Source: an optimization exercise on an open RTL-to-GDS flow (aim: small area, a short achievable clock period and few clock cycles). Production flows keep margins and buffers that such runs may drop.
Where RTL was checked, it was by simulation tests only, not by an equivalence proof against the original.
Function not checked in runs 5 to 8: the RTL went through the layout flow alone.
Power and IR drop assume default switching activity.

<file path="design/flow/run.sh">
#!/bin/bash
# synth_recipe.tcl (not shown) runs the flow's synth.tcl, then flattens the netlist and writes it again
# the make line also repeats each setting of config.mk as NAME=value (left out here)
make -C /OpenROAD-flow-scripts/flow DESIGN_CONFIG=/design/flow/config.mk WORK_HOME=/design/flow/orfs CLKGATE_MAP_FILE= SYNTH_SCRIPT=/design/flow/synth_recipe.tcl finish
</file>
<file path="design/flow/config.mk">
export PLATFORM = sky130hd
export DESIGN_NAME = ARM_SingleCycle_CPU
export DESIGN_NICKNAME = ARM_SingleCycle_CPU
export VERILOG_FILES = /design/flow/design.v
export SDC_FILE = /design/flow/constraint.sdc
export NUM_CORES = 4
export LEC_CHECK = 0
export CAP_MARGIN = 20
export CORE_MARGIN = 2
export CORE_UTILIZATION = 40
export CTS_BUF_LIST = sky130_fd_sc_hd__clkbuf_8
export PLACE_DENSITY = 0.6
export SETUP_SLACK_MARGIN = 5
export SLEW_MARGIN = 20
</file>
<file path="design/flow/constraint.sdc">
create_clock -name core_clock -period 14.0 [get_ports {i_CLK}]
set_input_delay 2.8000 -clock core_clock [delete_from_list [all_inputs] [get_ports {i_CLK}]]
set_output_delay 2.8000 -clock core_clock [all_outputs]
set_load 0.01 [all_outputs]
</file>
<file path="design/flow/design.v">
module	ARM_RegisterFile
	(input logic		i_CLK, i_RESET,
	input logic			i_Write_Enable,
	input logic[3:0]	i_Address_ToWrite,
	input logic[31:0]	i_Write_Data,
	input logic[3:0]	i_Address_ToRead1,
	input logic			i_Read1_PC,
	input logic[3:0]	i_Address_ToRead2,
	input logic[31:0]	i_R15,
	output logic[31:0]	o_Read_Data1, o_Read_Data2);
	logic[31:0]			s_Regs[14:0];
	logic[14:0]			s_Valid;
	logic[14:0]			s_Write;
	logic[15:0]			s_Sel1, s_Sel2;
	always_comb
	begin
		for (int i = 0; i < 15; i++)
			s_Write[i] = i_Write_Enable & (i_Address_ToWrite == i);
	end
	always_ff	@(posedge i_CLK, posedge i_RESET)
	begin
		if (i_RESET)	s_Valid <= 15'd0;
		else			s_Valid <= s_Valid | s_Write;
	end
	always_ff	@(posedge i_CLK)
	begin
		for (int i = 0; i < 15; i++)
			if (s_Write[i])	s_Regs[i] <= i_Write_Data;
	end
	always_comb
	begin
		for (int i = 0; i < 15; i++)
		begin
			s_Sel1[i] = ~i_Read1_PC & (i_Address_ToRead1 == i) & s_Valid[i];
			s_Sel2[i] = (i_Address_ToRead2 == i) & s_Valid[i];
		end
		s_Sel1[15] = i_Read1_PC | (i_Address_ToRead1 == 4'd15);
		s_Sel2[15] = (i_Address_ToRead2 == 4'd15);
		o_Read_Data1 = {32{s_Sel1[15]}} & i_R15;
		o_Read_Data2 = {32{s_Sel2[15]}} & i_R15;
		for (int i = 0; i < 15; i++)
		begin
			o_Read_Data1 = o_Read_Data1 | ({32{s_Sel1[i]}} & s_Regs[i]);
			o_Read_Data2 = o_Read_Data2 | ({32{s_Sel2[i]}} & s_Regs[i]);
		end
	end
endmodule
module	ARM_ConditionCheck
	(input logic[3:0]	i_Cond,
	input logic			i_N, i_Z, i_C, i_V,
	output logic		o_Pass);
	logic		s_Base;
	always_comb
	begin
		case (i_Cond[3:1])
			3'b000:		s_Base = i_Z;
			3'b001:		s_Base = i_C;
			3'b010:		s_Base = i_N;
			3'b011:		s_Base = i_V;
			3'b100:		s_Base = i_C & ~i_Z;
			3'b101:		s_Base = i_N == i_V;
			3'b110:		s_Base = ~i_Z & (i_N == i_V);
			default:	s_Base = 1'b1;
		endcase
	end
	assign o_Pass = (i_Cond == 4'b1110) | (s_Base ^ i_Cond[0]);
endmodule
module ARM_SingleCycle_CPU
	#(parameter	BusWidth	= 32)
	(input logic		i_CLK, i_RESET,
	input logic[(BusWidth - 1):0]	i_Instr,
	output logic[(BusWidth - 1):0]	o_PC,
	output logic[(BusWidth - 1):0]	o_Data_Address,
	output logic					o_Mem_Write,
	output logic[(BusWidth - 1):0]	o_Write_Data,
	input logic[(BusWidth - 1):0]	i_Read_Data);
	logic[3:0]	s_Cond, s_Cmd, s_Rn, s_Rd, s_Rm;
	logic[1:0]	s_Op;
	logic		s_I, s_S;
	assign s_Cond	= i_Instr[31:28];
	assign s_Op		= i_Instr[27:26];
	assign s_I		= i_Instr[25];
	assign s_Cmd	= i_Instr[24:21];
	assign s_S		= i_Instr[20];
	assign s_Rn		= i_Instr[19:16];
	assign s_Rd		= i_Instr[15:12];
	assign s_Rm		= i_Instr[3:0];
	logic		s_DP, s_Mem, s_Branch, s_Load;
	assign s_DP		= ~s_Op[1] & ~s_Op[0];
	assign s_Mem	= ~s_Op[1] &  s_Op[0];
	assign s_Branch	=  s_Op[1];
	assign s_Load	= s_Mem & s_S;
	logic		s_Sub, s_Logic, s_Cmp;
	assign s_Sub	= s_DP & s_Cmd[1];
	assign s_Logic	= s_DP & ~s_Cmd[1] & (s_Cmd[3] == s_Cmd[2]);
	assign s_Cmp	= s_Cmd[3] & s_Cmd[1];
	logic[31:0]	s_PC;
	logic		s_N, s_Z, s_C, s_V;
	logic[31:0]	s_PC_Plus4, s_PC_Plus8;
	assign s_PC_Plus4 = s_PC + 32'd4;
	assign s_PC_Plus8 = s_PC + 32'd8;
	logic		s_Cond_Pass;
	ARM_ConditionCheck	ConditionCheck
		(s_Cond, s_N, s_Z, s_C, s_V, s_Cond_Pass);
	logic[31:0]	s_RD1, s_RD2, s_Result;
	logic		s_Reg_Write;
	logic[3:0]	s_RA2;
	assign s_RA2 = s_Op[0] ? s_Rd : s_Rm;
	ARM_RegisterFile	RegisterFile
		(i_CLK, i_RESET,
		s_Reg_Write, s_Rd, s_Result,
		s_Rn, s_Branch, s_RA2,
		s_PC_Plus8,
		s_RD1, s_RD2);
	logic[31:0]	s_B, s_B_X;
	always_comb
	begin
		case (s_Op)
			2'b00:		s_B = s_I ? {24'b0, i_Instr[7:0]} : s_RD2;
			default:	s_B = {{6{i_Instr[23]}}, i_Instr[23:0], 2'b00};
		endcase
	end
	assign s_B_X = s_B ^ {32{s_Sub}};
	logic[12:0]	s_Addr_Lo;
	logic[19:0]	s_Addr_Hi;
	assign s_Addr_Lo = {1'b0, s_RD1[11:0]} + {1'b0, i_Instr[11:0]};
	assign s_Addr_Hi = s_RD1[31:12] + {19'b0, s_Addr_Lo[12]};
	logic[32:0]	s_Sum;
	assign s_Sum = {1'b0, s_RD1} + {1'b0, s_B_X} + {32'b0, s_Sub};
	logic[31:0]	s_ALU;
	assign s_ALU = s_Logic ? (s_Cmd[3] ? (s_RD1 | s_B) : (s_RD1 & s_B)) : s_Sum[31:0];
	assign s_Result = s_Load ? i_Read_Data : s_ALU;
	logic		s_Flag_N, s_Flag_Z, s_Flag_C, s_Flag_V;
	assign s_Flag_N = s_ALU[31];
	assign s_Flag_Z = ~|s_ALU;
	assign s_Flag_C = s_Sum[32];
	assign s_Flag_V = (s_RD1[31] == s_B_X[31]) & (s_Sum[31] != s_RD1[31]);
	logic		s_Flag_Write;
	assign s_Flag_Write = s_Cond_Pass & s_DP & s_S;
	always_ff	@(posedge i_CLK, posedge i_RESET)
	begin
		if (i_RESET)
		begin
			s_N <= 1'b0;
			s_Z <= 1'b0;
			s_C <= 1'b0;
			s_V <= 1'b0;
		end
		else if (s_Flag_Write)
		begin
			s_N <= s_Flag_N;
			s_Z <= s_Flag_Z;
			if (~s_Logic)
			begin
				s_C <= s_Flag_C;
				s_V <= s_Flag_V;
			end
		end
	end
	logic		s_Writes_Rd, s_PC_Src;
	assign s_Writes_Rd	= (s_DP & ~s_Cmp) | s_Load;
	assign s_Reg_Write	= s_Cond_Pass & s_Writes_Rd;
	assign s_PC_Src		= s_Cond_Pass & (s_Branch | ((s_DP | s_Load) & (s_Rd == 4'd15)));
	always_ff	@(posedge i_CLK, posedge i_RESET)
	begin
		if (i_RESET)	s_PC <= 32'd0;
		else			s_PC <= s_PC_Src ? s_Result : s_PC_Plus4;
	end
	assign o_PC				= s_PC;
	assign o_Data_Address	= {s_Addr_Hi, s_Addr_Lo[11:0]};
	assign o_Mem_Write		= s_Cond_Pass & s_Mem & ~s_S;
	assign o_Write_Data		= s_RD2;
endmodule
</file>
==> notes.md, run 1 <==
- Crit Path Category: in -> out
- Area Overhead vs Synth: 21.5%
- Area occupied by multi-input gates: 13300 um^2
- Gp weighted congestion: 0.993
- Vias in the first global route: 25900
- Placed cells: 3561
- CTS hold repair buffers: 0
- Req. time, crit path: 11.20 ns
- Yosys warns: 4
- Largest net degree at the start of global routing: 55
- Die ar.: 74400 um^2
- Worst-Skew Late Latency: 0.72 ns
- Routed via count: 27100
- Syn Std Cell Area: 28900 um^2
- Clk sinks: 531
- Share of the synthesized area in the top cell type: 49.9%
- Min Tclk post-route: 10.21 ns
- Non-filler cells, final: 3800
- Yosys cell types: 90
- Fill cell count: 6295
- Global-route wire length before repair: 194 mm
- Initial Utilization: 40.4%
- Share of layout cells above drive strength 1: 19.8%
- Slowest Stage Delay on Critical Path: 0.41 ns
- Max rail drop VDD: 0.0000925 V
- F_max: 0.0979 GHz
- Most frequent cells in the layout: edfxtp_1, nand2_1, a22oi_1
- CTS tree: done
- Max transition margin: 21.4%
- Hold endpoint: s_C
- Routed length per instance: 36.9 um
- RR Startpoint: s_PC[3]
- Power per cell area: 169 nW/um^2
- Synth Area per Inst: 11.3 um^2
- Register area: 15700 um^2
- Chip Width: 273 um
- Asr flop ratio synth: 9.60%
- Final ANT Viol Nets: 0
- DP Worst Slack: 1.64 ns
- DR iter-0 viols: 5217
- Final hold violations: 0
- Post-Syn Instances: 2548
- Core area: 71500 um^2
- Top cells by area, synth: edfxtp_1, a22oi_1, dfrtp_1
- Final #Nets: 2892
- Initial antenna violation count: 7
- Net Count, Synth: 2663
- Leakage: 12.5 nW
- Outcome: timing/DRC/antenna clean
- 1st-pass router iterations: 15
- Max Clock Skew: 0.0279 ns
- Hold Path Depth: 2
- Ports: 163
- Register area share after synthesis: 54.3%
- Final setup fails: 0
- Commonest non-fill, non-tap cell in the layout: edfxtp_1
- Clock-pin transition on the worst setup and hold timing paths: 0.06 ns
- Top cell by count, worst path: a21oi_2
- Total of max-cap violations: 0
- Critical Path AT: 7.41 ns
- Cell taking the most area after synthesis: edfxtp_1
- # H-tree levels: 3
- Detailed Place HPWL: 89.2 mm
- #FFs+latches synth: 531
- # port buffers: 162
- Worst reg2reg path depth: 24
- Final slew viol count: 0
- Min-delay worst type: reg -> reg
- Worst setup EP type: output port
- Drt drc: 0
- Rows: 98
- Hold path start: s_C
- Core Util, Final: 49.1%
- Overflow after GRT: 0
- Vias per cell: 7.13
- Routed WL: 140 mm
- Critical Path Fanout Max: 8
- Die H: 273 um
- Critical path startpoint category: input port
- Crit Reg-Reg Endpoint: s_Z
- Clock Path Buffers: 3
- Root Buffer: clkbuf_8
- PnR worst setup slack: 3.79 ns
- Most common flop cell mapped by yosys: edfxtp_1
- Final hold slack: 0.530 ns
- Tot GR Track Use: 36.8%
- Final TNS setup: 0 ns
- RSZ-0062 raised after global routing: true
- Worst-margin pin slew: 1.17 ns
- Slowest cell on crit path: a2111o_1
- TritonCTS buffer count: 86
- EDFF count, synth: 480
- R2r setup slk: 6.11 ns
- Final Cycle Share: 72.9%
[worst max path at each step]
stage / from / slack, ns / to
floorplan: i_Instr[16] / 4.35 / o_Data_Address[29]
global placement: i_Instr[27] / 1.73 / o_Data_Address[30]
detailed placement: i_Instr[27] / 1.64 / o_Data_Address[30]
CTS: i_Instr[19] / 3.92 / o_Data_Address[27]
global route: i_Instr[16] / 3.42 / o_Data_Address[31]
finish: i_Instr[16] / 3.79 / o_Data_Address[27]
[what timing repair did]
item	CTS	global route
setup endpoints to repair	340	210
pin swaps	44	39
buffers inserted	48	25
cloned	3	0
gates resized for setup	285	59
[worst max-delay path: cells and delay by family]
family / cells / cell delay, ns
AND/OR/NAND/NOR: 12 / 1.68
AO/OA/AOI/OAI: 9 / 1.56
adder cells (fa/ha/maj): 3 / 0.78
buffers and inverters: 3 / 0.44
XOR/XNOR: 1 / 0.12
[Yosys cell counts (13+ instances only)]
library cell	number
a211oi_1	14
a21o_1	23
a21oi_1	82
a221oi_1	37
a222oi_1	90
a22o_1	62
a22oi_1	209
a31oi_1	13
a32oi_1	19
and2_1	33
and3_1	33
and4_1	14
buf_1	24
clkbuf_1	157
dfrtp_1	51
edfxtp_1	480
ha_1	47
inv_1	31
mux2_2	29
nand2_1	225
nand3_1	82
nand4_1	45
nor2_1	147
nor3_1	37
nor4bb_1	13
o21ai_0	107
o21bai_1	13
o22ai_1	13
or2_2	33
xnor2_1	70
xor2_1	67
[cell type report]
class / instances / share of cell area (%)
antenna: 5 / 0.0356
multi-input combinational: 1796 / 37.8
timing repair buffer: 331 / 8.89
clock buffer: 92 / 3.61
sequential: 531 / 44.7
clock inverter: 64 / 1.26
inverter: 31 / 0.332
tap: 950 / 3.39
[flip-flops by register name, summed over array words and instances (netlist names)]
| register | cells |
|---|---|
| RegisterFile.s_Regs | 480 |
| s_PC | 32 |
| RegisterFile.s_Valid | 15 |
| s_C | 1 |
| s_N | 1 |
| s_V | 1 |
| s_Z | 1 |
[report_power, final]
part	total [mW]	leakage, nW	internal [mW]	switching [mW]
Clock	1.37	0.943	0.707	0.663
Combinational	2.28	6.57	0.805	1.48
Sequential	2.29	4.94	2.09	0.195
Total	5.94	12.5	3.60	2.33
[metal layers]
metal,GRT usage (%),vias to the layer above,routed length [um]
met5,0,-,28
met4,21.3,6,10200
met3,14.2,713,22200
met2,54.5,2657,58900
met1,45.7,13000,49100
li1,-,10700,-
[stage by stage]
stage                     instance area [um^2]  power, mW
after floorplan                          29200       3.35
after global placement                   32000       4.36
after detailed placement                 32000       4.38
after CTS                                34700       5.80
after global routing                     35100       6.11
final                                    35100       5.94
[logic make-up after synthesis]
group | Yosys count | share of synthesized area, %
AOI/OAI and AO/OA | 807 | 21.1
xor gates and xnor gates | 137 | 4.15
buffers and inverters | 221 | 2.96
DFF | 531 | 54.3
muxes | 38 | 1.49
and+or+nand+nor | 753 | 13.4
adders and majority gates | 61 | 2.59
Testbench counts, summed over its fixed seeds: cycles 76,800.
==> run 2: changes to the inputs <==
--- a/design/flow/config.mk
+++ b/design/flow/config.mk
@@ -8,7 +8,6 @@
 export CAP_MARGIN = 20
 export CORE_MARGIN = 2
 export CORE_UTILIZATION = 40
-export CTS_BUF_LIST = sky130_fd_sc_hd__clkbuf_8
 export PLACE_DENSITY = 0.6
 export SETUP_SLACK_MARGIN = 5
 export SLEW_MARGIN = 20
==> run 2 against run 1 <==
Net effect:
- register-to-register slack gained 0.30 ns
- cell count shrank 0.76%
- synthesized area is the same
- maximum frequency shrank 0.26%
- global-route usage is essentially flat
- worst setup slack lost 0.027 ns
- die area is the same
- sequential share of layout area shrank 0.55 points
- utilization grew 0.61 points
- highest routed layer unchanged
==> notes.md, run 2 <==
- Crit Path Category: in -> out
- Initial Utilization: 40.4%
- Worst reg2reg path depth: 24
- Die H: 273 um
- Final setup fails: 0
- PnR worst setup slack: 3.76 ns
- Top flop regs: RegisterFile.s_Regs (480), s_PC (32), RegisterFile.s_Valid (15)
- Final ANT Viol Nets: 0
- Ports: 163
- 1st-pass router iterations: 11
- Number of cells on the critical path: 28
- Net Count, Synth: 2663
- Commonest non-fill, non-tap cell in the layout: edfxtp_1
- Max rail drop VDD: 0.0000933 V
- Overflow after GRT: 0
- # port buffers: 162
- Fill cell count: 6228
- CTS tree: done
- Max transition margin: 20.4%
- Worst-Skew Late Latency: 0.63 ns
- Worst-margin pin slew: 1.19 ns
- Slowest Stage Delay on Critical Path: 0.45 ns
- Clock Path Buffers: 3
- Min-delay worst type: reg -> reg
- Asr flop ratio synth: 9.60%
- Routed length per instance: 37.4 um
- Clock-pin transition on the worst setup and hold timing paths: 0.07 ns
- Root Buffer: clkbuf_16
- Chip Width: 273 um
- Final Cycle Share: 73.1%
- Hold Path Depth: 2
- Max Clock Skew: 0.0165 ns
- Routed via count: 27200
- Syn Std Cell Area: 28900 um^2
- Synth Area per Inst: 11.3 um^2
- Vias per cell: 7.20
- Initial antenna violation count: 5
- Critical Path AT: 7.44 ns
- Biggest register: RegisterFile.s_Regs
- Power per cell area: 170 nW/um^2
- Most frequent cells after synthesis: edfxtp_1, nand2_1, a22oi_1
- Gp weighted congestion: 0.993
- Vias in the first global route: 25800
- # H-tree levels: 2
- Buf/Inv on CP: 3
- Largest net degree at the start of global routing: 55
- F_max: 0.0977 GHz
- Cell taking the most area after synthesis: edfxtp_1
- #FFs+latches synth: 531
- Global-route wire length before repair: 195 mm
- Tot GR Track Use: 36.8%
- Die ar.: 74400 um^2
- Share of the synthesized area in the top cell type: 49.9%
- Clk sinks: 531
- Drt drc: 0
- Routed WL: 141 mm
- DP Worst Slack: 1.64 ns
- DR iter-0 viols: 5128
- EDFF count, synth: 480
- Kind of cell adding the most delay to the critical path: compound AO/OA/AOI/OAI gates
- Area occupied by multi-input gates: 13400 um^2
- Register area: 15700 um^2
- RSZ-0062 raised after global routing: true
- Critical path startpoint category: input port
- Slowest cell on crit path: a2111o_1
- Core area: 71500 um^2
- Yosys warns: 4
- Leakage: 12.6 nW
- Final #Nets: 2891
- Min Tclk post-route: 10.24 ns
- Top-count cell post-synth: edfxtp_1
- Share of layout cells above drive strength 1: 19.8%
- Final TNS setup: 0 ns
- Rows: 98
- Critical Path Fanout Max: 6
- Worst setup EP type: output port
- Most frequent cells in the layout: edfxtp_1, nand2_1, a22oi_1
- Yosys cell types: 90
- Top cells by area, synth: edfxtp_1, a22oi_1, dfrtp_1
- Area Overhead vs Synth: 23.0%
- Total of max-cap violations: 0
- Final slew viol count: 0
- Most common flop cell mapped by yosys: edfxtp_1
- Post-Syn Instances: 2548
- Max FFs per register: 480
- Req. time, crit path: 11.20 ns
- Final hold violations: 0
- Register area share after synthesis: 54.3%
- Outcome: timing/DRC/antenna clean
- TritonCTS buffer count: 53
- Detailed Place HPWL: 89.2 mm
==> run 2: per-stage QoR <==
| step | std cells | cell area, um^2 | hold WS, ns | power [mW] | utilization, % |
|---|---|---|---|---|---|
| floorplan | 2548 | 29200 | 0.460 | 3.35 | - |
| global placement | 3561 | 32000 | 0.510 | 4.36 | 44.8 |
| detailed placement | 3561 | 32000 | 0.508 | 4.38 | 44.8 |
| CTS | 3732 | 34800 | 0.527 | 5.83 | 48.7 |
| global route | 3770 | 35500 | 0.558 | 6.20 | 49.7 |
| finish | 3771 | 35500 | 0.528 | 6.04 | 49.7 |
==> run 2: worst min-delay path, delay by kind of cell, from the launching register on <==
kind | cells | cell delay [ns]
DFF | 1 | 0.37
AOI/OAI and AO/OA | 1 | 0.06
and+or+nand+nor | 1 | 0.05
==> run 2: worst paths after layout <==
check                      slack (ns)                        to        start
hold reg to reg                  0.53                       s_C          s_C
min in group asynchronous        2.68                       s_V      i_RESET
setup reg to reg                 6.41                       s_Z      s_PC[3]
setup / recovery                 3.76        o_Data_Address[27]  i_Instr[18]
hold / removal                   0.53                       s_C          s_C
max in group asynchronous       10.73  RegisterFile.s_Valid[10]      i_RESET
==> run 2: cell families after synthesis <==
| logic type | after synthesis | share of synthesized area [%] |
|---|---|---|
| xor+xnor | 137 | 4.15 |
| simple gates | 753 | 13.4 |
| compound gates | 807 | 21.1 |
| mux | 38 | 1.49 |
| buf+inv | 221 | 2.96 |
| flops | 531 | 54.3 |
| fa+ha+maj | 61 | 2.59 |
==> run 2: routing by layer <==
layer | routed length, um | track usage (%)
met5 | 34 | 0
met4 | 10700 | 20.7
met3 | 21400 | 13.3
met2 | 59100 | 54.9
met1 | 49800 | 46.2
==> run 2: timing repair <==
| item | 4_1_cts | 5_1_grt |
|---|---|---|
| hold buffers | 0 | 0 |
| endpoints found under the hold margin | 0 | 0 |
| cloned | 3 | 2 |
| endpoints found under the setup margin | 372 | 257 |
| buffers inserted | 69 | 34 |
| resized for setup | 272 | 91 |
| pin swaps | 50 | 43 |
==> run 2: cell type report <==
type | instances | share of cell area (%)
inverter | 31 | 0.334
antenna | 1 | 0.00704
clock inverter | 31 | 0.732
timing repair buffer | 363 | 9.68
tap | 950 | 3.34
clock buffer | 68 | 4.03
multi-input combinational | 1796 | 37.7
sequential | 531 | 44.2
==> run 2: power breakdown <==
group	internal, mW	switching (mW)
logic	0.845	1.50
registers	2.09	0.197
clock network	0.767	0.638
total	3.70	2.34
==> run 3: changes to the inputs <==
--- a/design/flow/config.mk
+++ b/design/flow/config.mk
@@ -8,6 +8,7 @@
 export CAP_MARGIN = 20
 export CORE_MARGIN = 2
 export CORE_UTILIZATION = 40
+export CTS_BUF_LIST = sky130_fd_sc_hd__clkbuf_8
 export PLACE_DENSITY = 0.6
-export SETUP_SLACK_MARGIN = 5
+export SETUP_SLACK_MARGIN = 4
 export SLEW_MARGIN = 20
==> run 3 against run 2 <==
Net effect:
- global-route usage rose by 0.074 points
- critical path type unchanged
- worst hold slack got worse by 0.0028 ns
- die area did not move
- still clean on timing, DRC and antenna
- highest routed layer unchanged
==> notes.md, run 3 <==
- Routed length per instance: 37.3 um
- Max FFs per register: 480
- Placed cells: 3558
- Commonest non-fill, non-tap cell in the layout: edfxtp_1
- # H-tree levels: 3
- #FFs+latches synth: 531
- Rows: 98
- Final Cycle Share: 72.0%
- Register area share after synthesis: 54.3%
- Final TNS setup: 0 ns
- Area Overhead vs Synth: 20.4%
- Buf/Inv on CP: 3
- 1st-pass router iterations: 13
- EDFF count, synth: 480
- Outcome: timing/DRC/antenna clean
- DR iter-0 viols: 5611
- Synth Area per Inst: 11.3 um^2
- Top cell by count, worst path: a21oi_2
- Critical path startpoint category: input port
- TritonCTS buffer count: 89
- Most common flop cell mapped by yosys: edfxtp_1
- Min-delay worst type: reg -> reg
- Slowest Stage Delay on Critical Path: 0.45 ns
- Final hold violations: 0
- Worst Setup EP: o_Data_Address[27]
- Crit Path Category: in -> out
- Routed via count: 27100
- Final slew viol count: 0
- Most frequent cells in the layout: edfxtp_1, nand2_1, a22oi_1
- Vias in the first global route: 25500
- Asr flop ratio synth: 9.60%
- Crit Reg-Reg Endpoint: s_Z
- Vias per cell: 7.13
- Non-filler cells, final: 3795
- Top-count cell post-synth: edfxtp_1
- Largest net degree at the start of global routing: 54
- Worst setup EP type: output port
- Detailed Place HPWL: 91.4 mm
- Post-DP Area: 31800 um^2
- Yosys warns: 4
- Final ANT Viol Nets: 0
- Power Total: 5.94 mW
- Kind of cell adding the most delay to the critical path: simple AND/OR/NAND/NOR gates
- Final setup fails: 0
- Cell taking the most area after synthesis: edfxtp_1
- F_max: 0.0992 GHz
- Max Clock Skew: 0.0578 ns
- Req. time, crit path: 11.20 ns
- RSZ-0062 raised after global routing: true
- Power per cell area: 171 nW/um^2
- Leakage: 12.4 nW
- Worst-margin pin slew: 1.31 ns
- Biggest register: RegisterFile.s_Regs
- # port buffers: 162
- Global-route wire length before repair: 194 mm
- Clk sinks: 531
- Gp weighted congestion: 1.01
- CTS tree: done
- Max transition margin: 12.1%
- DP Worst Slack: 1.75 ns
- Critical Path AT: 7.28 ns
- Chip Width: 273 um
- Worst reg2reg path depth: 24
- Total of max-cap violations: 0
- Min Tclk post-route: 10.08 ns
- Clock-pin transition on the worst setup and hold timing paths: 0.06 ns
- Root Buffer: clkbuf_8
- Number of cells on the critical path: 28
- Ports: 163
- Die ar.: 74400 um^2
- Die H: 273 um
- CTS hold repair buffers: 0
- Yosys cell types: 90
- Net Count, Synth: 2663
- Share of the synthesized area in the top cell type: 49.9%
- Drt drc: 0
- Post-Syn Instances: 2548
- Syn Std Cell Area: 28900 um^2
- Initial antenna violation count: 3
- Slowest cell on crit path: a2111o_1
- Core Util, Final: 48.7%
- Overflow after GRT: 0
- Max rail drop VDD: 0.0000830 V
- Clock Path Buffers: 3
- Core area: 71500 um^2
- Critical Path Fanout Max: 13
- Final hold slack: 0.525 ns
- Top cells by area, synth: edfxtp_1, a22oi_1, dfrtp_1
- Routed WL: 142 mm
- Fill cell count: 6373
- Top flop regs: RegisterFile.s_Regs (480), s_PC (32), RegisterFile.s_Valid (15)
- Initial Utilization: 40.4%
- Most frequent cells after synthesis: edfxtp_1, nand2_1, a22oi_1
- Critical path origin: i_Instr[18]
- RR Startpoint: s_PC[3]
- Post-layout instance area: 34800 um^2
- Tot GR Track Use: 36.9%
- Worst-Skew Late Latency: 0.75 ns
- R2r setup slk: 6.05 ns
- Final #Nets: 2882
- Share of layout cells above drive strength 1: 17.9%
- PnR worst setup slack: 3.92 ns
==> run 3: changes by cell type in the layout (fill, tap and decap cells not counted), sizes merged, moves of 4 or more <==
| cell | change |
|---|---|
| clkdlybuf4s50 | +7 |
| clkbuf | +28 |
| clkinv | +7 |
| inv | +36 |
| buf | -53 |
| diode | +4 |
==> run 3: repair_timing <==
| item | 4_1_cts | 5_1_grt |
|---|---|---|
| setup endpoints to repair | 44 | 40 |
| gates resized for setup | 212 | 78 |
| setup buffers | 29 | 34 |
| pin swaps | 31 | 41 |
| gates cloned | 3 | 2 |
==> run 3: area by class of cell <==
| cell class | instances | area, um^2 | area share [%] |
|---|---|---|---|
| well taps | 950 | 1190 | 3.42 |
| inverters | 31 | 116 | 0.334 |
| flip-flops and latches | 531 | 15700 | 45.1 |
| multi-input cells | 1796 | 13100 | 37.6 |
| diodes | 5 | 12.5 | 0.0360 |
| repair buffers | 318 | 2970 | 8.54 |
| clock inverters | 73 | 467 | 1.34 |
| clock buffers | 91 | 1250 | 3.60 |
==> run 3: logic make-up (layout without fill, tap and decap cells) <==
kind of cell	after synthesis	count (layout)	share of synthesized area, %
xor+xnor	137	137	4.15
buf+inv	221	513	2.96
other cells	0	5	0
mux	38	38	1.49
flops	531	531	54.3
simple gates	753	753	13.4
compound gates	807	807	21.1
fa+ha+maj	61	61	2.59
==> run 3: layer usage <==
metal | wire length [um] | track usage (%) | vias to the layer above | part of all wire, %
met1 | 50100 | 46.6 | 13000 | 35
met5 | 117 | 0 | - | 0.083
li1 | - | - | 10700 | -
met3 | 22500 | 14.5 | 670 | 16
met2 | 59300 | 53.7 | 2694 | 42
met4 | 9750 | 20.9 | 4 | 6.9
==> run 3: how the worst min path moves through the flow <==
stage,from,to,slack [ns],cells after the start
2_1_floorplan,RegisterFile.s_Valid[8],RegisterFile.s_Valid[8],0.46,1
3_3_place_gp,s_C,s_C,0.51,2
3_5_place_dp,s_Z,s_Z,0.51,2
4_1_cts,s_Z,s_Z,0.53,2
5_1_grt,s_Z,s_Z,0.56,2
6_report,s_Z,s_Z,0.53,2
==> run 3: tightest hold or removal path, cell delays in order (launching register included) <==
cell and delay (ns):
dfrtp_1 0.36, nand2b_1 0.08, o41ai_2 0.05
==> run 3: report_power, final <==
group          internal, mW  switching, mW  total [mW]  leakage [nW]
logic                 0.801           1.50        2.30          6.43
clock network         0.689          0.678        1.37          1.00
registers              2.09          0.183        2.28          4.94
==> run 4: changes to the inputs <==
--- a/design/flow/config.mk
+++ b/design/flow/config.mk
@@ -10,5 +10,5 @@
 export CORE_UTILIZATION = 40
 export CTS_BUF_LIST = sky130_fd_sc_hd__clkbuf_8
 export PLACE_DENSITY = 0.6
-export SETUP_SLACK_MARGIN = 4
+export SETUP_SLACK_MARGIN = 3
 export SLEW_MARGIN = 20
==> run 4 against run 3 <==
Net effect:
- still clean on timing, DRC and antenna
- die area unchanged
- final area down 2.9%
- non-clock buffer count down 56
- global-route usage down 0.50 points
- maximum frequency down 8.7%
- clock power about the same
- combinational power down 5%
- flip-flop and latch count unchanged
- power down 1.4%
- clock skew down 0.019 ns
- critical path type unchanged
- largest cell class unchanged
- largest power group is now registers
==> notes.md, run 4 <==
- Final setup fails: 0
- DR iter-0 viols: 5210
- Die ar.: 74400 um^2
- Ports: 163
- Min Tclk post-route: 11.04 ns
- Critical path startpoint category: input port
- Most frequent cells after synthesis: edfxtp_1, nand2_1, a22oi_1
- Outcome: timing/DRC/antenna clean
- Total of max-cap violations: 0
- Biggest register: RegisterFile.s_Regs
- Final hold slack: 0.528 ns
- Most common flop cell mapped by yosys: edfxtp_1
- Worst-Skew Late Latency: 0.74 ns
- Routed length per instance: 37.3 um
- Register area share after synthesis: 54.3%
- Vias per cell: 7.11
- Final hold violations: 0
- Top-count cell post-synth: edfxtp_1
- Routed via count: 26600
- Worst-margin pin slew: 1.20 ns
- Vias in the first global route: 25300
- Critical Path Fanout Max: 31
- Tot GR Track Use: 36.4%
- Max transition margin: 20.1%
- Clock Path Buffers: 3
- Rows: 98
- Final Cycle Share: 78.9%
- Most frequent cells in the layout: edfxtp_1, nand2_1, a22oi_1
- Clock-pin transition on the worst setup and hold timing paths: 0.05 ns
- Register area: 15700 um^2
- Routed WL: 140 mm
- Top flop regs: RegisterFile.s_Regs (480), s_PC (32), RegisterFile.s_Valid (15)
- Met1 usage: 45.4%
- 1st-pass router iterations: 10
- Area occupied by multi-input gates: 12600 um^2
- Fill cell count: 6416
- Final #Nets: 2826
- EDFF count, synth: 480
- # H-tree levels: 3
- RSZ-0062 raised after global routing: true
- Cell taking the most area after synthesis: edfxtp_1
- Core area: 71500 um^2
- Top cells by area, synth: edfxtp_1, a22oi_1, dfrtp_1
- Detailed Place HPWL: 90.4 mm
- Area Overhead vs Synth: 16.9%
- Max Clock Skew: 0.0388 ns
- Max FFs per register: 480
- Share of the synthesized area in the top cell type: 49.9%
- Max rail drop VDD: 0.0000809 V
- Power per cell area: 173 nW/um^2
- Drt drc: 0
- Gp weighted congestion: 1.01
- Worst setup EP type: output port
- Critical Path AT: 8.24 ns
- Net Count, Synth: 2663
- Met3 Usage GRT: 13.9%
- Initial Utilization: 40.4%
- Min-delay worst type: reg -> reg
- TritonCTS buffer count: 89
- Req. time, crit path: 11.20 ns
- Commonest non-fill, non-tap cell in the layout: edfxtp_1
- Leakage: 11.9 nW
- Overflow after GRT: 0
- CTS hold repair buffers: 0
- #FFs+latches synth: 531
- Most Used Layer, Global Route: met2
- Die H: 273 um
- Clk sinks: 531
- Yosys warns: 4
- Post-Syn Instances: 2548
- Synth Area per Inst: 11.3 um^2
- Initial antenna violation count: 3
- Asr flop ratio synth: 9.60%
- Final TNS setup: 0 ns
- CTS tree: done
- Crit Path Category: in -> out
- # port buffers: 162
- Largest net degree at the start of global routing: 53
- Global-route wire length before repair: 191 mm
- Syn Std Cell Area: 28900 um^2
- Final slew viol count: 0
- F_max: 0.0905 GHz
- Chip Width: 273 um
- GR Util met2: 53.5%
- Root Buffer: clkbuf_8
- Share of layout cells above drive strength 1: 12.7%
- Final ANT Viol Nets: 0
- Yosys cell types: 90
-- run 4: cell counts after synthesis --
No cell type changed its count.
-- run 4: path summary, 6_finish.rpt --
path	from	endpoint	slack [ns]	depth (start not counted)
max in group asynchronous	i_RESET	RegisterFile.s_Valid[12]	10.80	3
worst max register to register	RegisterFile.s_Valid[3]	s_Z	5.51	21
worst min register to register	s_C	s_C	0.53	2
worst min-delay path	s_C	s_C	0.53	2
min in group asynchronous	i_RESET	s_Z	2.58	3
worst max-delay path	i_Instr[27]	o_Data_Address[27]	2.96	28
-- run 4: logic make-up after synthesis --
kind of cell,after synthesis,synth area share [%]
AO/OA/AOI/OAI,807,21.1
AND/OR/NAND/NOR,753,13.4
XOR/XNOR,137,4.15
adder cells (fa/ha/maj),61,2.59
buffers and inverters,221,2.96
multiplexers,38,1.49
flip-flops,531,54.3
-- run 4: critical path, stage by stage --
cell and delay (ns):
buf_4 0.21, and3b_1 0.29, and3_1 0.23, buf_6 0.26, a221oi_1 0.40, and3_1 0.22, nand3_2 0.19, fa_1 0.47
a21oi_1 0.18, nor2_1 0.07, nor2_2 0.11, o21bai_1 0.09, a21oi_2 0.19, o21bai_1 0.11, a21oi_2 0.19, o21bai_1 0.11
a21oi_2 0.22, nor2b_1 0.07, o21ai_0 0.14, nand2b_1 0.08, ha_1 0.19, and2_1 0.16, and2_4 0.18, nand2_1 0.15
nor3b_4 0.07, buf_4 0.14, xnor2_1 0.13, clkdlybuf4s50_1 0.56
-- run 4: layout make-up --
cell class,count,area share (%)
Sequential cell,531,46.4
Multi-Input combinational cell,1796,37.4
Timing Repair Buffer,262,7.09
Clock buffer,90,3.67
Tap cell,950,3.52
Clock inverter,75,1.51
Inverter,31,0.344
Antenna cell,4,0.0296
-- run 4: report_power, final --
group	switching [mW]	internal (mW)	total, mW
registers	0.191	2.09	2.28
logic	1.44	0.744	2.18
clock network	0.675	0.717	1.39
total	2.30	3.55	5.86
-- run 4: stage by stage --
step	cell area, um^2	utilization (%)	worst slack [ns]	cells	total power, mW
after floorplan	28900	-	3.91	2548	3.33
after global placement	31800	44.5	1.69	3560	4.36
after detailed placement	31800	44.5	1.53	3560	4.37
after CTS	33700	47.1	3.02	3732	5.76
after global routing	33800	47.3	2.72	3736	6.02
final	33800	47.3	2.96	3739	5.86
-- run 4: timing repair --
item                                    in CTS  in global routing
endpoints found under the setup margin      23                 13
resized for setup                           57                 20
pin swaps                                    6                  2
cloned                                       0                  0
setup buffers                                7                  2
-- run 4: layer usage --
metal | part of all wire (%) | vias to the layer above
li1 | - | 10600
met1 | 35 | 12800
met2 | 42 | 2574
met3 | 15 | 629
met4 | 7.0 | 2
met5 | 0.0093 | -
==> run 5: changes to the inputs <==
--- a/design/flow/design.v
+++ b/design/flow/design.v
@@ -117,14 +117,11 @@
 	begin
 		case (s_Op)
 			2'b00:		s_B = s_I ? {24'b0, i_Instr[7:0]} : s_RD2;
+			2'b01:		s_B = {20'b0, i_Instr[11:0]};
 			default:	s_B = {{6{i_Instr[23]}}, i_Instr[23:0], 2'b00};
 		endcase
 	end
 	assign s_B_X = s_B ^ {32{s_Sub}};
-	logic[12:0]	s_Addr_Lo;
-	logic[19:0]	s_Addr_Hi;
-	assign s_Addr_Lo = {1'b0, s_RD1[11:0]} + {1'b0, i_Instr[11:0]};
-	assign s_Addr_Hi = s_RD1[31:12] + {19'b0, s_Addr_Lo[12]};
 	logic[32:0]	s_Sum;
 	assign s_Sum = {1'b0, s_RD1} + {1'b0, s_B_X} + {32'b0, s_Sub};
 	logic[31:0]	s_ALU;
@@ -167,7 +164,7 @@
 		else			s_PC <= s_PC_Src ? s_Result : s_PC_Plus4;
 	end
 	assign o_PC				= s_PC;
-	assign o_Data_Address	= {s_Addr_Hi, s_Addr_Lo[11:0]};
+	assign o_Data_Address	= s_Sum[31:0];
 	assign o_Mem_Write		= s_Cond_Pass & s_Mem & ~s_S;
 	assign o_Write_Data		= s_RD2;
 endmodule
--- a/design/flow/config.mk
+++ b/design/flow/config.mk
@@ -8,7 +8,5 @@
 export CAP_MARGIN = 20
 export CORE_MARGIN = 2
 export CORE_UTILIZATION = 40
-export CTS_BUF_LIST = sky130_fd_sc_hd__clkbuf_8
 export PLACE_DENSITY = 0.6
-export SETUP_SLACK_MARGIN = 3
 export SLEW_MARGIN = 20
==> run 5 against run 4 <==
Net effect:
- still clean on timing, DRC and antenna
- global-route usage increased by 3.2 points
- combinational power decreased by 7%
- synthesized cell count decreased by 4.6%
- worst hold slack got worse by 0.014 ns
- wire length increased by 7.1%
- count of clock-buffer cells in the layout decreased by 28
- register-to-register slack improved by 0.62 ns
- die area decreased by 1.8%
- sequential share of layout area increased by 0.53 points
- critical path type unchanged
==> notes.md, run 5 <==
- Outcome: timing/DRC/antenna clean
- Root Buffer: clkbuf_16
- Yosys cell types: 100
- Area Overhead vs Synth: 17.8%
- Share of layout cells above drive strength 1: 12.4%
- RR Startpoint: RegisterFile.s_Valid[2]
- Slowest Stage Delay on Critical Path: 1.11 ns
- Most frequent cells after synthesis: edfxtp_1, a22oi_1, nand2_1
- Top flop regs: RegisterFile.s_Regs (480), s_PC (32), RegisterFile.s_Valid (15)
- Net Count, Synth: 2531
- Final setup fails: 0
- Most common flop cell mapped by yosys: edfxtp_1
- Routed length per instance: 41.7 um
- Total of max-cap violations: 0
- Final ANT Viol Nets: 0
- Setup bufs post-CTS: 0
- Slowest cell on crit path: o221a_1
- Chip Width: 270 um
- Yosys warns: 4
- Clock-pin transition on the worst setup and hold timing paths: 0.06 ns
- Syn Std Cell Area: 28400 um^2
- CTS hold repair buffers: 0
- Final Cycle Share: 95.0%
- Largest net degree at the start of global routing: 54
- Power per cell area: 172 nW/um^2
- Placed cells: 3477
- Synth Area per Inst: 11.7 um^2
- Share of the synthesized area in the top cell type: 50.8%
- Crit Reg-Reg Endpoint: s_Z
- Final hold violations: 0
- Global-route wire length before repair: 201 mm
- Biggest register: RegisterFile.s_Regs
- Critical Path AT: 10.50 ns
- 1st-pass router iterations: 9
- PnR worst setup slack: 0.701 ns
- Overflow after GRT: 0
- Most frequent cells in the layout: edfxtp_1, a22oi_1, nand2_1
- Req. time, crit path: 11.20 ns
- Top cells by area, synth: edfxtp_1, a22oi_1, dfrtp_1
- Tot GR Track Use: 39.6%
- CTS tree: done
- RSZ-0062 raised after global routing: false
- Final #Nets: 2694
- Worst-Skew Late Latency: 0.65 ns
- Worst-margin pin slew: 1.26 ns
- Gp weighted congestion: 1.04
- Leakage: 11.2 nW
- Cell taking the most area after synthesis: edfxtp_1
- DP Worst Slack: 1.09 ns
- Min Tclk post-route: 13.30 ns
- Min-delay worst type: reg -> reg
- Hold path start: s_C
- Max Clock Skew: 0.0566 ns
- DR iter-0 viols: 4472
- #FFs+latches synth: 531
- Initial antenna violation count: 5
- Rows: 97
- R2r setup slk: 6.13 ns
- Worst setup EP type: output port
- Die ar.: 73100 um^2
- Max FFs per register: 480
- Asr flop ratio synth: 9.60%
- F_max: 0.0752 GHz
- Vias per cell: 7.28
- Power Total: 5.76 mW
- TritonCTS buffer count: 55
- Core Util, Final: 47.6%
- Max transition margin: 16.0%
- Drt drc: 0
- Worst-path cell chain: clkdlybuf4s50_1 > nor3b_1 > o221a_1 > a222oi_1 > o2111ai_1 > or3_1 > a22oi_1 > xnor2_1 > ha_1 > and4_1 > nand2_1 > or2_2 > o41ai_1 > o21ai_0 > buf_4 > o211ai_1 > a211oi_1 > o21ai_0 > a21oi_1 > xnor2_1 > clkdlybuf4s50_1
- Max rail drop VDD: 0.000108 V
- EDFF count, synth: 480
- Core area: 70100 um^2
- Post_cts resized: 0
- Die H: 270 um
- Hold endpoint: s_C
- Vias in the first global route: 24700
- Final TNS setup: 0 ns
- # port buffers: 162
- Routed WL: 149 mm
- Ports: 163
- Critical path startpoint category: input port
- Post-Syn Instances: 2431
- Critical Path Fanout Max: 17
- Clock Path Buffers: 3
- Detailed Place HPWL: 101 mm
- Worst reg2reg path depth: 24
- # H-tree levels: 2
- Top-count cell post-synth: edfxtp_1
- Routed via count: 26100
- Crit Path Category: in -> out
- Register area share after synthesis: 55.3%
- Clk sinks: 531
- Non-filler cells, final: 3587
- Hold Path Depth: 2
- Commonest non-fill, non-tap cell in the layout: edfxtp_1
- Final slew viol count: 0
- Initial Utilization: 40.4%
==> run 5: cell count changes in the layout (fill, tap and decap cells not counted), sizes merged, moves of 17 or more <==
cell / change
nand3: -18
a222oi: -27
nand2: -40
clkbuf: -30
inv: -22
clkdlybuf4s50: +17
a22oi: +29
buf: +25
xor2: -21
nor2: -29
and4: +22
==> run 5: final cells by class <==
| class | count | area, um^2 |
|---|---|---|
| clock buffer | 62 | 1400 |
| sequential | 531 | 15700 |
| inverter | 34 | 128 |
| multi-input combinational | 1682 | 12000 |
| antenna | 6 | 15.0 |
| fill | 6362 | 36700 |
| tap | 940 | 1180 |
| clock inverter | 42 | 369 |
| timing repair buffer | 290 | 2620 |
==> run 5: per-layer routing <==
layer	global-route usage (%)	up-vias	part of all wire (%)
met3	14.6	554	15
met5	0	-	0.019
met4	20.7	4	6.5
met2	58.0	2487	42
li1	-	10200	-
met1	51.1	12800	37
==> run 5: worst max-delay path, delay by kind of cell <==
| family | cells | cell delay [ns] |
|---|---|---|
| AO/OA/AOI/OAI | 10 | 3.30 |
| AND/OR/NAND/NOR | 5 | 1.86 |
| buffers and inverters | 3 | 1.57 |
| adder cells (fa/ha/maj) | 1 | 0.46 |
| XOR/XNOR | 2 | 0.46 |
==> run 5: metrics by stage <==
stage	instance area, um^2	hold WS, ns
floorplan	28400	0.467
global placement	31600	0.507
detailed placement	31600	0.507
CTS	33400	0.521
global route	33400	0.557
finish	33400	0.514
==> run 5: cells by family (layout without fill, tap and decap cells) <==
logic type	Yosys count	in the layout	synth area share, %
AND/OR/NAND/NOR	666	666	12.6
flip-flops	531	531	55.3
adder cells (fa/ha/maj)	50	50	2.09
AO/OA/AOI/OAI	822	822	22.1
XOR/XNOR	116	116	3.58
buffers and inverters	218	428	3.14
multiplexers	28	28	1.12
other	0	6	0
==> run 5: power breakdown <==
group,internal [mW],switching [mW]
clock network,0.787,0.667
logic,0.686,1.35
registers,2.06,0.213
==> run 5: worst max path at each step <==
| stage | cells after the start | slack, ns | endpoint | startpoint |
|---|---|---|---|---|
| floorplan | 22 | 3.50 | o_Data_Address[30] | i_Instr[26] |
| global placement | 23 | 1.04 | o_Data_Address[30] | i_Instr[1] |
| detailed placement | 21 | 1.09 | o_Data_Address[30] | i_Instr[1] |
| CTS | 21 | 1.03 | o_Data_Address[30] | i_Instr[1] |
| global route | 22 | 0.48 | o_Data_Address[30] | i_Instr[13] |
| finish | 21 | 0.70 | o_Data_Address[30] | i_Instr[3] |
==> run 6: changes to the inputs <==
--- a/design/flow/config.mk
+++ b/design/flow/config.mk
@@ -9,4 +9,5 @@
 export CORE_MARGIN = 2
 export CORE_UTILIZATION = 40
 export PLACE_DENSITY = 0.6
+export SETUP_SLACK_MARGIN = 5
 export SLEW_MARGIN = 20
==> run 6 against run 5 <==
Net effect:
- clock skew down 0.025 ns
- sequential share of layout area down 5.7 points
- utilization up 6.6 points
- final area up 14%
- flip-flop and latch count unchanged
- register-to-register slack better by 0.23 ns
- synthesized area unchanged
- maximum frequency up 26%
- clock power up 8%
- die area unchanged
- still clean on timing, DRC and antenna
- count of clock-buffer cells in the layout up 11
==> notes.md, run 6 <==
- Outcome: timing/DRC/antenna clean
- Top-count cell post-synth: edfxtp_1
- Final hold violations: 0
- Hold endpoint: s_C
- Comb pwr share: 39.3%
- Top cell by count, worst path: xnor2_2
- Chip Width: 270 um
- RR Startpoint: s_PC[4]
- Overflow after GRT: 0
- Post-DP Area: 31700 um^2
- Initial Utilization: 40.4%
- Worst reg2reg path depth: 24
- TritonCTS buffer count: 55
- P_int: 3.92 mW
- Syn Std Cell Area: 28400 um^2
- Tot GR Track Use: 41.8%
- Final #Nets: 2943
- Core area: 70100 um^2
- Worst-margin pin slew: 1.12 ns
- Number of cells on the critical path: 21
- Min Tclk post-route: 10.54 ns
- Initial antenna violation count: 16
- Critical Path Fanout Max: 7
- Final slew viol count: 0
- Clk sinks: 531
- Share of the synthesized area in the top cell type: 50.8%
- Register area share after synthesis: 55.3%
- DR iter-0 viols: 5258
- Power Total: 6.32 mW
- Worst setup EP type: output port
- Top flop regs: RegisterFile.s_Regs (480), s_PC (32), RegisterFile.s_Valid (15)
- Yosys warns: 4
- Area Overhead vs Synth: 34.2%
- Top cells by area, synth: edfxtp_1, a22oi_1, dfrtp_1
- Rows: 97
- Gp weighted congestion: 1.04
- Cell taking the most area after synthesis: edfxtp_1
- Post-Syn Instances: 2431
- Final ANT Viol Nets: 0
- Max FFs per register: 480
- Power per cell area: 166 nW/um^2
- Req. time, crit path: 11.20 ns
- Post-layout instance area: 38100 um^2
- Fill cell count: 5916
- Hold Path Depth: 2
- Routed WL: 158 mm
- Die H: 270 um
- Kind of cell adding the most delay to the critical path: compound AO/OA/AOI/OAI gates
- Detailed Place HPWL: 95.9 mm
- Critical Path AT: 7.74 ns
- Max rail drop VDD: 0.000102 V
- Slowest cell on crit path: o32ai_4
- Commonest non-fill, non-tap cell in the layout: edfxtp_1
- Total of max-cap violations: 0
- Crit Reg-Reg Endpoint: s_Z
- R2r setup slk: 6.36 ns
- Vias per cell: 7.41
- Hold path start: s_C
- Share of layout cells above drive strength 1: 29.5%
- Clock Path Buffers: 3
- EDFF count, synth: 480
- Max transition margin: 25.4%
- Most common flop cell mapped by yosys: edfxtp_1
- 1st-pass router iterations: 12
- Crit Path Category: in -> out
- CTS tree: done
- Biggest register: RegisterFile.s_Regs
- Clk pwr share: 24.9%
- Register area: 15700 um^2
- Final setup fails: 0
- Flop pwr share: 35.7%
- Leakage: 13.4 nW
- Yosys cell types: 100
- Critical path startpoint category: input port
- Slowest Stage Delay on Critical Path: 0.45 ns
- Drt drc: 0
- Net Count, Synth: 2531
- Core Util, Final: 54.3%
- Switching power: 2.40 mW
- Largest net degree at the start of global routing: 52
- Synth Area per Inst: 11.7 um^2
- #FFs+latches synth: 531
- Clock-pin transition on the worst setup and hold timing paths: 0.06 ns
- Area occupied by multi-input gates: 13900 um^2
- Asr flop ratio synth: 9.60%
- Buf/Inv on CP: 4
- # H-tree levels: 2
- # port buffers: 162
- Die ar.: 73100 um^2
- Routed via count: 28500
- Root Buffer: clkbuf_16
- Final TNS setup: 0 ns
- Min-delay worst type: reg -> reg
- Most frequent cells after synthesis: edfxtp_1, a22oi_1, nand2_1
- Routed length per instance: 41.2 um
- F_max: 0.0949 GHz
- Final Cycle Share: 75.3%
- Most frequent cells in the layout: edfxtp_1, buf_4, a22oi_1
- Global-route wire length before repair: 213 mm
- Worst-Skew Late Latency: 0.66 ns
- Ports: 163
- Switching share of power: 38.0%
- Max Clock Skew: 0.0314 ns
- RSZ-0062 raised after global routing: true
- Vias in the first global route: 27100
- Worst-path cell chain: buf_16 > buf_12 > and3b_2 > o221a_4 > a22o_1 > a221oi_2 > nand4_1 > a22oi_2 > xnor2_2 > ha_4 > nor2b_4 > o31a_1 > o32ai_4 > o41ai_4 > o21ai_2 > o211ai_1 > buf_4 > a211o_1 > a21oi_2 > xnor2_2 > buf_2
==> run 6: cell counts after synthesis <==
No cell type changed its count.
==> run 6: how the worst max path moves through the flow <==
| stage | to | startpoint | slack (ns) |
|---|---|---|---|
| global route | o_Data_Address[30] | i_Instr[26] | 3.51 |
| CTS | o_Data_Address[30] | i_Instr[26] | 3.75 |
| floorplan | o_Data_Address[30] | i_Instr[26] | 3.92 |
| finish | o_Data_Address[28] | i_Instr[26] | 3.46 |
| global placement | o_Data_Address[30] | i_Instr[13] | 1.34 |
| detailed placement | o_Data_Address[30] | i_Instr[0] | 1.35 |
==> run 6: cells by family (layout without fill, tap and decap cells) <==
family	count (synthesis)	in the layout	share of synthesized area, %
AO/OA/AOI/OAI	822	827	22.1
XOR/XNOR	116	116	3.58
adder cells (fa/ha/maj)	50	50	2.09
buffers and inverters	218	671	3.14
flip-flops	531	531	55.3
multiplexers	28	28	1.12
other	0	12	0
AND/OR/NAND/NOR	666	667	12.6
==> run 6: metal layers <==
layer,wire length [um],track usage [%]
met1,53600,49.8
met2,63900,59.7
met3,25600,19.4
met4,14700,28.7
met5,301,1.84
==> run 6: repair_timing <==
action / 4_1_cts / 5_1_grt
setup endpoints to repair: 195 / 32
gates resized for setup: 546 / 109
hold buffers: 0 / 0
buffers inserted: 194 / 47
gates cloned: 15 / 1
pin swaps: 131 / 89
==> run 6: worst min-delay path, stage by stage (launching register included) <==
cell and delay [ns]:
dfrtp_1 0.37, nand2_1 0.05, o21ai_0 0.06
==> run 6: through the flow <==
stage	hold WS (ns)	worst slack [ns]	cells
2_1_floorplan	0.467	3.92	2431
5_1_grt	0.555	3.51	3830
3_3_place_gp	0.515	1.34	3469
4_1_cts	0.527	3.75	3782
6_report	0.521	3.46	3842
3_5_place_dp	0.515	1.35	3469
==> run 6: final cells by class <==
type                    count  share of cell area (%)
clock inverters            31                    1.15
well taps                 940                    3.09
inverters                  34                   0.345
repair buffers            533                    13.7
flip-flops and latches    531                    41.2
multi-input cells        1688                    36.6
diodes                     12                  0.0789
clock buffers              73                    3.87
==> run 6: power by group through the flow <==
stage | Combinational (mW) | Sequential (mW) | Clock (mW)
6_report | 2.49 | 2.26 | 1.57
4_1_cts | 2.22 | 2.24 | 1.57
3_5_place_dp | 1.97 | 2.27 | 0
3_3_place_gp | 1.95 | 2.27 | 0
5_1_grt | 2.54 | 2.26 | 1.64
2_1_floorplan | 0.999 | 2.19 | 0
==> run 7: changes to the inputs <==
--- a/design/flow/config.mk
+++ b/design/flow/config.mk
@@ -5,6 +5,7 @@
 export SDC_FILE = /design/flow/constraint.sdc
 export NUM_CORES = 4
 export LEC_CHECK = 0
+export ABC_CLOCK_PERIOD_IN_PS = 4000
 export CAP_MARGIN = 20
 export CORE_MARGIN = 2
 export CORE_UTILIZATION = 40
==> run 7 against run 6 <==
Net effect:
- still clean
- first-iteration DRC count unchanged
- non-clock buffer count unchanged
- clock power about the same
- utilization unchanged
==> notes.md, run 7 <==
- Worst reg2reg path depth: 24
- Number of cells on the critical path: 21
- Hold Path Depth: 2
- Share of the synthesized area in the top cell type: 50.8%
- Initial Utilization: 40.4%
- Power Total: 6.32 mW
- Most frequent cells after synthesis: edfxtp_1, a22oi_1, nand2_1
- Max transition margin: 25.4%
- Leakage: 13.4 nW
- Synth Area per Inst: 11.7 um^2
- Routed via count: 28500
- Slowest cell on crit path: o32ai_4
- Top flop regs: RegisterFile.s_Regs (480), s_PC (32), RegisterFile.s_Valid (15)
- Min Tclk post-route: 10.54 ns
- Register area share after synthesis: 55.3%
- Vias per cell: 7.41
- Max Clock Skew: 0.0314 ns
- Worst-margin pin slew: 1.12 ns
- Final ANT Viol Nets: 0
- Initial antenna violation count: 16
- Net Count, Synth: 2531
- Clk pwr share: 24.9%
- Final TNS setup: 0 ns
- Final #Nets: 2943
- Power per cell area: 166 nW/um^2
- Worst-Skew Late Latency: 0.66 ns
- Critical path origin: i_Instr[26]
- Detailed Place HPWL: 95.9 mm
- Critical path startpoint category: input port
- Tot GR Track Use: 41.8%
- Switching power: 2.40 mW
- # port buffers: 162
- Flop pwr share: 35.7%
- Drt drc: 0
- Core Util, Final: 54.3%
- Area occupied by multi-input gates: 13900 um^2
- Req. time, crit path: 11.20 ns
- Buf/Inv on CP: 4
- #FFs+latches synth: 531
- Yosys warns: 4
- Yosys cell types: 100
- Final slew viol count: 0
- Min-delay worst type: reg -> reg
- Routed WL: 158 mm
- Overflow after GRT: 0
- Cell taking the most area after synthesis: edfxtp_1
- Vias in the first global route: 27100
- Final setup fails: 0
- Top cells by area, synth: edfxtp_1, a22oi_1, dfrtp_1
- TritonCTS buffer count: 55
- Top cell by count, worst path: xnor2_2
- Share of layout cells above drive strength 1: 29.5%
- Global-route wire length before repair: 213 mm
- Outcome: timing/DRC/antenna clean
- Hold path start: s_C
- Ports: 163
- 1st-pass router iterations: 12
- Largest net degree at the start of global routing: 52
- Die ar.: 73100 um^2
- Worst-path cell chain: buf_16 > buf_12 > and3b_2 > o221a_4 > a22o_1 > a221oi_2 > nand4_1 > a22oi_2 > xnor2_2 > ha_4 > nor2b_4 > o31a_1 > o32ai_4 > o41ai_4 > o21ai_2 > o211ai_1 > buf_4 > a211o_1 > a21oi_2 > xnor2_2 > buf_2
- Root Buffer: clkbuf_16
- Commonest non-fill, non-tap cell in the layout: edfxtp_1
- Register area: 15700 um^2
- Most frequent cells in the layout: edfxtp_1, buf_4, a22oi_1
- DR iter-0 viols: 5258
- Critical Path AT: 7.74 ns
- Final Cycle Share: 75.3%
- Slowest Stage Delay on Critical Path: 0.45 ns
- Hold endpoint: s_C
- Crit Reg-Reg Endpoint: s_Z
- Clk sinks: 531
- Gp weighted congestion: 1.04
- RSZ-0062 raised after global routing: true
- F_max: 0.0949 GHz
- Routed length per instance: 41.2 um
- # H-tree levels: 2
- Switching share of power: 38.0%
- R2r setup slk: 6.36 ns
- Syn Std Cell Area: 28400 um^2
- RR Startpoint: s_PC[4]
- Clock Path Buffers: 3
- Placed cells: 3469
- Crit Path Category: in -> out
- EDFF count, synth: 480
- Worst setup EP type: output port
- Rows: 97
- Total of max-cap violations: 0
- Max rail drop VDD: 0.000102 V
- Die H: 270 um
- P_int: 3.92 mW
- Max FFs per register: 480
- Non-filler cells, final: 3842
- Comb pwr share: 39.3%
- CTS tree: done
- Core area: 70100 um^2
- Asr flop ratio synth: 9.60%
- Biggest register: RegisterFile.s_Regs
- Most common flop cell mapped by yosys: edfxtp_1
- Clock-pin transition on the worst setup and hold timing paths: 0.06 ns
- Kind of cell adding the most delay to the critical path: compound AO/OA/AOI/OAI gates
- Area Overhead vs Synth: 34.2%
- Final hold violations: 0
- Critical Path Fanout Max: 7
- Chip Width: 270 um
- Post-Syn Instances: 2431
- Fill cell count: 5916
- Top-count cell post-synth: edfxtp_1
## run 7: worst max path at each step
stage / endpoint / slack (ns)
after global routing: o_Data_Address[30] / 3.51
after global placement: o_Data_Address[30] / 1.34
after detailed placement: o_Data_Address[30] / 1.35
after floorplan: o_Data_Address[30] / 3.92
final: o_Data_Address[28] / 3.46
after CTS: o_Data_Address[30] / 3.75
## run 7: layer usage
layer | global-route usage, % | wire [um] | vias up
met2 | 59.7 | 63900 | 2941
li1 | - | - | 10800
met1 | 49.8 | 53600 | 13800
met5 | 1.84 | 301 | -
met3 | 19.4 | 25600 | 900
met4 | 28.7 | 14700 | 14
## run 7: cell families after synthesis
| group | synth area share [%] |
|---|---|
| AO/OA/AOI/OAI | 22.1 |
| AND/OR/NAND/NOR | 12.6 |
| flip-flops | 55.3 |
| buffers and inverters | 3.14 |
| XOR/XNOR | 3.58 |
| adder cells (fa/ha/maj) | 2.09 |
| multiplexers | 1.12 |
## run 7: what timing repair did
item                       in CTS  in global routing
pin swaps                     131                 89
hold buffers                    0                  0
setup endpoints to repair     195                 32
buffers inserted              194                 47
resized for setup             546                109
cloned                         15                  1
## run 7: through the flow
| stage | cell area (um^2) | setup slack (ns) | hold slack, ns |
|---|---|---|---|
| 2_1_floorplan | 28800 | 3.92 | 0.467 |
| 3_3_place_gp | 31700 | 1.34 | 0.515 |
| 3_5_place_dp | 31700 | 1.35 | 0.515 |
| 4_1_cts | 37200 | 3.75 | 0.527 |
| 5_1_grt | 38000 | 3.51 | 0.555 |
| 6_report | 38100 | 3.46 | 0.521 |
## run 7: layout make-up
type                            instances  area share, %
Multi-Input combinational cell       1688           36.6
Inverter                               34          0.345
Timing Repair Buffer                  533           13.7
Sequential cell                       531           41.2
Clock inverter                         31           1.15
Clock buffer                           73           3.87
Tap cell                              940           3.09
Antenna cell                           12         0.0789
## run 7: power by group through the flow
stage          Clock [mW]  Sequential, mW  Combinational (mW)
4_1_cts              1.57            2.24                2.22
6_report             1.57            2.26                2.49
3_3_place_gp            0            2.27                1.95
3_5_place_dp            0            2.27                1.97
5_1_grt              1.64            2.26                2.54
2_1_floorplan           0            2.19               0.999
## run 7: worst reg2reg max path: cells and delay by family, from the launching register on
family	cells	cell delay, ns
fa+ha+maj	2	0.64
flops	1	0.54
buf+inv	2	0.27
simple gates	13	3.92
xor+xnor	3	0.99
compound gates	4	1.18
==> run 8: changes to the inputs <==
--- a/design/flow/config.mk
+++ b/design/flow/config.mk
@@ -5,10 +5,11 @@
 export SDC_FILE = /design/flow/constraint.sdc
 export NUM_CORES = 4
 export LEC_CHECK = 0
-export ABC_CLOCK_PERIOD_IN_PS = 4000
+export ABC_AREA = 1
 export CAP_MARGIN = 20
 export CORE_MARGIN = 2
 export CORE_UTILIZATION = 40
+export CTS_BUF_LIST = sky130_fd_sc_hd__clkbuf_8
 export PLACE_DENSITY = 0.6
 export SETUP_SLACK_MARGIN = 5
 export SLEW_MARGIN = 20
==> run 8 against run 7 <==
Net effect:
- still clean on timing, DRC and antenna
- sequential power about the same
- cell count increased by 28%
- combinational power grew 8.0%
- critical path type unchanged
- critical endpoint unchanged
==> notes.md, run 8 <==
- Clk sinks: 531
- Most frequent cells in the layout: nand2_1, edfxtp_1, inv_1
- Top flop regs: RegisterFile.s_Regs (480), s_PC (32), RegisterFile.s_Valid (15)
- Cell taking the most area after synthesis: edfxtp_1
- Net Count, Synth: 3477
- Gp weighted congestion: 1.06
- Routed length per instance: 31.8 um
- 1st-pass router iterations: 7
- Yosys cell types: 72
- Initial Utilization: 40.6%
- F_max: 0.104 GHz
- Asr flop ratio synth: 9.60%
- PnR worst setup slack: 4.42 ns
- Rows: 99
- R2r setup slk: 6.59 ns
- #FFs+latches synth: 531
- Yosys warns: 4
- Final slew viol count: 0
- Top-count cell post-synth: nand2_1
- Global-route wire length before repair: 212 mm
- Share of the synthesized area in the top cell type: 48.5%
- Drt drc: 0
- CTS tree: done
- Power per cell area: 159 nW/um^2
- Routed WL: 156 mm
- Max FFs per register: 480
- Final #Nets: 3981
- Crit Path Category: in -> out
- Min-delay worst type: reg -> reg
- Total of max-cap violations: 0
- Non-filler cells, final: 4906
- Biggest register: RegisterFile.s_Regs
- Worst-margin pin slew: 1.22 ns
- Synth Area per Inst: 8.80 um^2
- Syn Std Cell Area: 29700 um^2
- Worst reg2reg path depth: 41
- Area occupied by multi-input gates: 14300 um^2
- RSZ-0062 raised after global routing: true
- Hold path start: s_Z
- Area Overhead vs Synth: 33.2%
- Vias in the first global route: 27900
- # H-tree levels: 3
- Crit Reg-Reg Endpoint: s_PC[30]
- Max Clock Skew: 0.0635 ns
- Register area share after synthesis: 52.8%
- Min Tclk post-route: 9.58 ns
- Max rail drop VDD: 0.0000712 V
- Overflow after GRT: 0
- Commonest non-fill, non-tap cell in the layout: nand2_1
- Leakage: 15.9 nW
- Vias per cell: 6.19
- Initial antenna violation count: 5
- RR Startpoint: s_PC[3]
- Clock Path Buffers: 3
- Most common flop cell mapped by yosys: edfxtp_1
- Critical Path AT: 6.78 ns
- Power Total: 6.29 mW
- TritonCTS buffer count: 88
- Most frequent cells after synthesis: nand2_1, edfxtp_1, inv_1
- Hold Path Depth: 2
- Worst-Skew Late Latency: 0.73 ns
- Fill cell count: 6514
- DR iter-0 viols: 5167
- Detailed Place HPWL: 98.0 mm
- Post-DP Area: 32700 um^2
- Tot GR Track Use: 39.5%
- Post-Syn Instances: 3377
- Share of layout cells above drive strength 1: 25.5%
- Final TNS setup: 0 ns
- Final setup fails: 0
- Register area: 15700 um^2
- Die ar.: 76500 um^2
- Core area: 73200 um^2
- # port buffers: 162
- Placed cells: 4461
- Largest net degree at the start of global routing: 63
- Critical path startpoint category: input port
- Root Buffer: clkbuf_8
- Final ANT Viol Nets: 0
- Die H: 277 um
- Hold endpoint: s_Z
- Final Cycle Share: 68.5%
- Final hold violations: 0
- Chip Width: 277 um
- Req. time, crit path: 11.20 ns
- Critical Path Fanout Max: 8
- CTS hold repair buffers: 0
- Max transition margin: 18.5%
- Worst setup EP type: output port
- DP Worst Slack: 2.12 ns
- Top cells by area, synth: edfxtp_1, nand2_1, inv_1
- EDFF count, synth: 480
- Post-layout instance area: 39600 um^2
- Clock-pin transition on the worst setup and hold timing paths: 0.06 ns
- Ports: 163
- Routed via count: 30400
- Outcome: timing/DRC/antenna clean
==> run 8: changes by cell type in the layout (fill, tap and decap cells not counted), moves of 33 or more <==
cell	previous run	this run
nand2_1	166	904
inv_1	31	349
a22oi_1	222	0
nor2_1	87	228
nand3_1	60	161
clkbuf_8	3	92
o22ai_1	9	87
o21ai_0	79	153
nand2_2	6	72
a222oi_1	63	0
clkbuf_16	56	1
a22o_1	49	9
xnor2_1	50	17
==> run 8: per-stage QoR <==
stage,util (%),hold WS (ns)
5_1_grt,54.0,0.599
6_report,54.0,0.537
3_3_place_gp,44.6,0.487
4_1_cts,51.9,0.528
3_5_place_dp,44.6,0.484
2_1_floorplan,-,0.440
==> run 8: cell families after synthesis <==
family	synth area share [%]
flops	52.8
xor+xnor	2.82
compound gates	11.8
buf+inv	7.02
simple gates	24.1
fa+ha+maj	1.46
==> run 8: what timing repair did <==
action                                  4_1_cts  5_1_grt
hold endpoints to repair                      0        0
buffers inserted                            206       75
pin swaps                                   130      129
endpoints found under the setup margin       70       31
resized for setup                           622      232
gates cloned                                  6        2
==> run 8: worst max-delay path by stage <==
stage                     start            endpoint  slack [ns]  cells past startpoint
finish              i_Instr[17]  o_Data_Address[28]        4.42                     24
CTS                  i_Instr[3]  o_Data_Address[22]        4.44                     29
detailed placement  i_Instr[26]  o_Data_Address[26]        2.12                     26
global route        i_Instr[15]  o_Data_Address[31]        4.36                     29
global placement    i_Instr[15]  o_Data_Address[26]        2.12                     26
floorplan           i_Instr[26]  o_Data_Address[28]        4.99                     31
==> run 8: cell type report <==
cell class              count  area share (%)
flip-flops and latches    531            39.7
multi-input cells        2346            36.2
repair buffers            525            12.4
inverters                 386            4.44
clock buffers              92            3.20
well taps                 959            3.03
clock inverters            59            1.01
repair inverters            3          0.0696
diodes                      5          0.0316
==> run 8: report_power, final <==
group	internal (mW)	leakage [nW]	switching, mW
Combinational	0.989	10.1	1.70
Sequential	2.08	4.89	0.162
Clock	0.699	0.947	0.662
==> run 8: critical path: stages <==
cell,delay (ns)
buf_2,0.17
inv_4,0.10
nand2_2,0.11
inv_1,0.12
nand3_4,0.17
buf_4,0.14
buf_4,0.28
o22ai_1,0.12
nor4_1,0.59
nand2_1,0.27
ha_4,0.38
inv_1,0.10
o31ai_2,0.24
buf_4,0.17
nand3_2,0.08
nand3_2,0.09
inv_2,0.04
o21ai_2,0.13
inv_2,0.05
buf_6,0.12
o21ai_4,0.15
xor2_2,0.17
inv_1,0.05
buf_2,0.13
==> run 8: per-layer routing <==
metal	up-vias	GRT usage, %	part of all wire [%]
li1	12500	-	-
met3	731	13.9	16
met1	14300	49.9	35
met2	2849	56.5	40
met5	-	0	0.078
met4	6	27.4	8.7

==> separate check: timing with driven ports <==
In the flow no input, the clock included, has a driving cell. The finished layouts below were timed again as built, in two steps. Step 1 assumes that a clkbuf_16 drives the clock port and a buf_2 every other input. Step 2 also shifts input and output timing later by t, the mid clock arrival at the registers, as if the neighbouring blocks saw the same clock. Three values: no drivers, after step 1, after step 2; two values: the first two.
run	t, ns	slack for setup (ns)	hold slack, ns	worst data-port slew with drivers (ns)	cell pins on the clock port's net
run 1	0.767	3.789 / 3.683 / 3.315	0.530 / 0.530 / 0.530	0.19	1
run 2	0.681	3.763 / 3.644 / 3.644	0.528 / 0.528 / 0.528	0.19	1
run 3	0.786	3.920 / 3.767 / 3.355	0.525 / 0.525 / 0.525	0.21	1
run 4	0.779	2.956 / 2.919 / 2.273	0.528 / 0.528 / 0.528	0.07	1
run 5	0.681	0.701 / 0.677 / 0.677	0.514 / 0.514 / 0.514	0.06	1
run 6	0.718	3.462 / 3.236 / 3.236	0.521 / 0.521 / 0.521	0.23	1
run 7	0.718	3.462 / 3.236 / 3.236	0.521 / 0.521 / 0.521	0.23	1
run 8	0.761	4.417 / 4.380 / 4.380	0.537 / 0.537 / 0.537	0.13	1
After both steps setup and hold are still met in every run listed. For run 4, which loses most, drivers alone change the setup slack by -0.037 ns; drivers and shift together by -0.683 ns.
